This design comes from an exercise in tuning for small area, a short achievable clock period and few clock cycles per item on the open sky130 flow, not from production work. No functional check of the RTL was part of any run shown here.

## flow/design.v (module list and top-level ports; edited modules follow where they fit)
// module cordic_vec_top: 3698 lines
module cordic_vec_top (
    input  logic clk,
    input  logic rst_n,
    input  logic in_valid,
    output logic in_ready,
    input  logic signed [15:0] x_start,
    input  logic signed [15:0] y_start,
    output logic out_valid,
    input  logic out_ready,
    output logic signed [15:0] mag,
    output logic signed [31:0] theta
);
  // ...
==> flow/flow/run.sh <==
#!/bin/bash
# Own flow: the standard synthesis and layout (standard.sh), but with the
# post-synthesis / post-CTS / post-route repair_timing aiming at a larger
# setup margin (the clock period and all constraints stay the design's).
set -euo pipefail
MARGIN=$(cat flow/margin.txt)
bash standard.sh synth > synth.log 2>&1
# same make command as standard.sh, with SETUP_SLACK_MARGIN raised
CMD=$(grep '^make ' standard.sh | sed -e 's/"\${@:-finish}"//' -e "s/SETUP_SLACK_MARGIN=[^ ]*//")
eval "$CMD SETUP_SLACK_MARGIN=$MARGIN finish" > layout.log 2>&1
RES=$(ls -d orfs/results/*/cordic_vec_top/base)
: # left out here: write the final layout as DEF
==> flow/flow/margin.txt <==
5.9
==> flow/standard.sh <==
#!/bin/bash
# synth_recipe.tcl (not shown) runs the flow's synth.tcl, then flattens the netlist and writes it again
# the make line also repeats each setting of config.mk as NAME=value (left out here)
make -C /OpenROAD-flow-scripts/flow DESIGN_CONFIG=/design/flow/config.mk WORK_HOME=/design/flow/orfs CLKGATE_MAP_FILE= SYNTH_SCRIPT=/design/flow/synth_recipe.tcl "${@:-finish}"
==> flow/config.mk <==
export PLATFORM = sky130hd
export DESIGN_NAME = cordic_vec_top
export DESIGN_NICKNAME = cordic_vec_top
export VERILOG_FILES = /design/flow/design.v
export SDC_FILE = /design/flow/constraint.sdc
export NUM_CORES = 4
export LEC_CHECK = 0
export ABC_CLOCK_PERIOD_IN_PS = 2000
export CAP_MARGIN = 20
export CORE_MARGIN = 2
export CORE_UTILIZATION = 40
export CTS_CLUSTER_DIAMETER = 90
export CTS_CLUSTER_SIZE = 25
export SETUP_SLACK_MARGIN = 5
export SLEW_MARGIN = 20
==> flow/constraint.sdc <==
create_clock -name core_clock -period 9.0 [get_ports {clk}]
set_input_delay 1.8000 -clock core_clock [delete_from_list [all_inputs] [get_ports {clk}]]
set_output_delay 1.8000 -clock core_clock [all_outputs]
set_load 0.01 [all_outputs]
==> metrics.cfg, run 1 <==
[final_layout]
postLayoutCoreUtil_pct=45.89
mostFrequentLayoutCells=edfxtp_1, ha_1, xor2_1
drive_gt1_share_pct=13.14
reg_top3=k_theta (32), o_theta (32), s15_zu (31)
final_area_mm2=0.04899
numSequentialCells=754

[yosys]
synth_top_family_by_area=adder cells
synth_top_area_share_pct=48.02
synth-adder-area-share_pct=18.05
synth_xor_area_share_pct=12.03

[hold_path]
hold_end=s10_d[3]$_DFFE_PN_
worstHoldStart=s9_d[3]$_DFFE_PN_

[worst_setup_path]
crit_family=compound AO/OA/AOI/OAI gates
path_cells=clkbuf_16, xnor2_2, ha_1, and2_4, o21ai_4, a31oi_4, o211a_1, o31a_1, o41a_1, a21oi_2, xor2_1
r2r_start=s1_y[15]$_DFFE_PN_
crit_type=reg -> reg

[clock_tree]
hold_buffers=0
postCtsResizedCells=240

[status]
status=complete, no violations

[route]
met3WireLength_mm=2.199
via_per_inst=4.891

[die]
core_mm2=0.1068
nWellTaps=1403

[global_routing]
met1_usage_pct=17.27
gr-total-overflow=0

[sta]
final_hold_viol_count=0
finalMaxSlewViolations=0
grt_setup_unrepaired=true
setup_tns_ps=0

[flow_run]
cap_viol_max_count=0

[place]
dp_cells=4755

==> inputs of run 2 (changes only) <==
==> flow/flow/margin.txt (replaced) <==
6.0
==> run 2 against run 1 <==
  * Area after synthesis unchanged
  * Critical path type is now reg -> out
  * Final cell count up 1.0%
  * Routed wire length up 5.7%
  * Highest routed layer unchanged
  * Global-route usage increased by 0.73 points
  * Critical endpoint is now in_ready
  * Still clean
==> metrics.cfg, run 2 <==
[clock_tree]
h-tree-depth=2  ; unchanged
cts_tree=built  ; unchanged
numCtsBuffers=41  ; unchanged
cts-root-buf=clkbuf_16  ; unchanged
cts.clk_slew.worst_paths_ps=100  ; was 90 ps
clkLatencyLatePin_ps=660  ; was 670 ps
hold_buffers=0  ; unchanged
clock-sinks=754  ; unchanged
clock_path_buffers=3  ; unchanged

[die]
row_count=120  ; unchanged
dieHeight_um=331.7  ; unchanged
dieArea_mm2=0.1100  ; unchanged
core_mm2=0.1068  ; unchanged
die_x_um=331.7  ; unchanged
io_pins=86  ; unchanged
start_util_pct=40.24  ; unchanged

[yosys]
seq_area_frac_synth_pct=51.37  ; unchanged
ys_ff_latch=754  ; unchanged
synth_edf_count=687  ; unchanged
netlist_area_mm2=0.04296  ; unchanged
ys_async_sr_fraction_pct=2.520  ; unchanged
synth_top_area_share_pct=48.02  ; unchanged
synth.area.top_cells=edfxtp_1, ha_1, fa_1  ; unchanged
synth_common_cells=edfxtp_1, ha_1, xor2_1  ; unchanged
synth_most_common_cell=edfxtp_1  ; unchanged
yosys_warnings=1  ; unchanged
yosys_most_used_dff=edfxtp_1  ; unchanged
ys_types=80  ; unchanged
syn_inst=3325  ; unchanged
synth_top_area_cell=edfxtp_1  ; unchanged
synth_area_per_cell_um2=12.92  ; unchanged
synthesis.nets=3887  ; unchanged

[route]
wirelength_mm=81.91  ; was 77.48 mm
wl_per_cell_um=16.28  ; was 15.56 um
via_per_inst=4.889  ; was 4.891
antenna_left=0  ; unchanged
firstDrtPassIters=5  ; unchanged
drc=0  ; unchanged
via_count=24600  ; was 24.36k
dr.first_iter.drc_count=1310  ; was 1229

[sta]
max_slew_margin_pct=32.23  ; was 29.80%
period_minus_slack_ps=3084  ; was 3178 ps
finalSetupViolations=0  ; unchanged
grt_setup_unrepaired=true  ; unchanged
tightestPinTransition_ps=1016  ; was 1053 ps
fmax_ghz=0.3242  ; was 0.3146 GHz
post-route-period-util_pct=34.27  ; was 35.31%
clock_skew_ps=45.58  ; was 58.52 ps
final_hold_viol_count=0  ; unchanged
setup_tns_ps=0  ; unchanged
finalMaxSlewViolations=0  ; unchanged

[global_routing]
grt_pass1_vias=24760  ; was 24.15k
gr-total-overflow=0  ; unchanged
grt_max_degree=183  ; was 199
grtUsageTotal_pct=14.66  ; was 13.93%
antenna_found_initial=0  ; unchanged
grt_pass1_wl_mm=130.4  ; was 125.0 mm

[place]
place.gp.congestion=0.8632  ; was 0.8748
hpwl_mm=57.25  ; was 55.44 mm
place_area_mm2=0.04556  ; was 0.04549 mm^2
io_buffers=85  ; unchanged

[worst_setup_path]
start_kind=flop  ; unchanged
path_cells=buf_6  ; was clkbuf_16, xnor2_2, ha_1, and2_4, o21ai_4, a31oi_4, o211a_1, o31a_1, o41a_1, a21oi_2, xor2_1
cp_slowest_stage_delay_ps=540  ; was 500 ps
worst-path-buf-inv=1  ; unchanged
critPathSlowestCell=dfstp_2  ; was edfxtp_1
crit_family=flip-flops  ; was compound AO/OA/AOI/OAI gates
arrival_ps=1280  ; was 3570 ps
crit_path_max_fanout=1  ; was 5
crit_type=reg -> out  ; was reg -> reg
crit_required_ps=7200  ; was 9390 ps
timing.reg2reg.setup_slack_ps=5920  ; was 5820 ps
cp-end-kind=output pin  ; was flop

[flow_run]
cap_viol_max_count=0  ; unchanged

[hold_path]
hold_path.class=reg -> reg  ; unchanged

[final_layout]
nets=4161  ; was 4109
area_growth_pct=15.98  ; was 14.03%
antenna_cells=0  ; unchanged
reg_top3=k_theta (32), o_theta (32), s15_zu (31)  ; unchanged
mostFrequentLayoutCells=edfxtp_1, ha_1, xor2_1  ; unchanged
final_area_mm2=0.04983  ; was 0.04899 mm^2
drive_gt1_share_pct=16.09  ; was 13.14%
final_common_cell=edfxtp_1  ; unchanged

[status]
status=complete, no violations  ; unchanged

[run 2: area by class of cell]
type                    instances  area, um^2
flip-flops and latches        754       22070
clock inverters                20       250.2
multi-input cells            2248       21050
fillers                      9395       56930
clock buffers                  53        1071
inverters                     251       964.7
well taps                    1403        1755
repair buffers                303        2665
[run 2: metal layers]
| layer | vias up | GRT usage (%) | part of all wire [%] | routed length (um) |
|---|---|---|---|---|
| li1 | 12330 | - | - | - |
| met1 | 11900 | 17.95 | 43 | 35370 |
| met2 | 271 | 26.83 | 51 | 42160 |
| met3 | 106 | 1.646 | 2.6 | 2119 |
| met4 | 0 | 4.770 | 2.8 | 2264 |
| met5 | - | 0 | 0 | 0 |
[run 2: what timing repair did]
item	4_1_cts	5_1_grt
cloned	3	4
setup endpoints to repair	475	304
pin swaps	63	121
resized for setup	328	142
buffers inserted	106	88
[run 2: cell families (layout without fill, tap and decap cells)]
group                      Yosys count  count (layout)  share of synthesized area, %
xor gates and xnor gates           590             590                         12.03
AOI/OAI and AO/OA                  455             455                         6.938
adders and majority gates          526             526                         18.05
DFF                                754             754                         51.37
and+or+nand+nor                    625             625                         7.374
muxes                               52              52                         1.375
buffers and inverters              323             627                         2.872
[run 2: worst paths after layout]
kind                               startpoint            endpoint  cells past startpoint
setup / recovery              rdy_q$_DFF_PN1_            in_ready                      1
hold / removal              s7_d[0]$_DFFE_PN_   s8_d[0]$_DFFE_PN_                      0
setup reg to reg           s13_y[5]$_DFFE_PN_  s14_y[4]$_DFFE_PN_                     14
hold reg to reg             s7_d[0]$_DFFE_PN_   s8_d[0]$_DFFE_PN_                      0
max in group asynchronous               rst_n       k_v$_DFF_PN0_                      1
min in group asynchronous               rst_n     o_v$_DFFE_PN0P_                      1
[run 2: metrics by stage]
step | util (%) | hold WS (ps) | setup WS (ps) | instances
finish | 46.67 | 397.8 | 5916 | 5032
global route | 46.67 | 400.8 | 5803 | 5032
CTS | 45.22 | 391.6 | 5823 | 4939
detailed placement | 42.68 | 404.5 | 5221 | 4757
global placement | 42.68 | 400.2 | 5349 | 4757
floorplan | - | 400.3 | 5929 | 3325

## re-timing with driven ports
How much do the figures lean on ideal ports? The routed layouts below were timed once more, with nothing changed but the port constraints. Step 1 sets driving cells, clkbuf_16 on the clock port and buf_2 on the other inputs (assumed; they add their load-dependent delay and slew). Step 2 also shifts input and output timing later by t, the mid clock arrival at the registers, as if the neighbouring blocks saw the same clock. Three values: no drivers, after step 1, after step 2; two values: the first two.
run | t (ns) | slack for setup (ns) | hold WS [ns] | worst setup path at the end | worst data-port slew with drivers (ns)
run 1 | 0.702 | 5.822 / 5.822 / 5.590 | 0.375 / 0.375 / 0.375 | input to register | 0.04
run 2 | 0.699 | 5.916 / 5.851 / 5.612 | 0.398 / 0.398 / 0.398 | input to register | 0.04
After both steps every run listed still meets setup and hold. For run 2, which loses most, drivers alone change the setup slack by -0.065 ns; drivers and shift together by -0.304 ns.
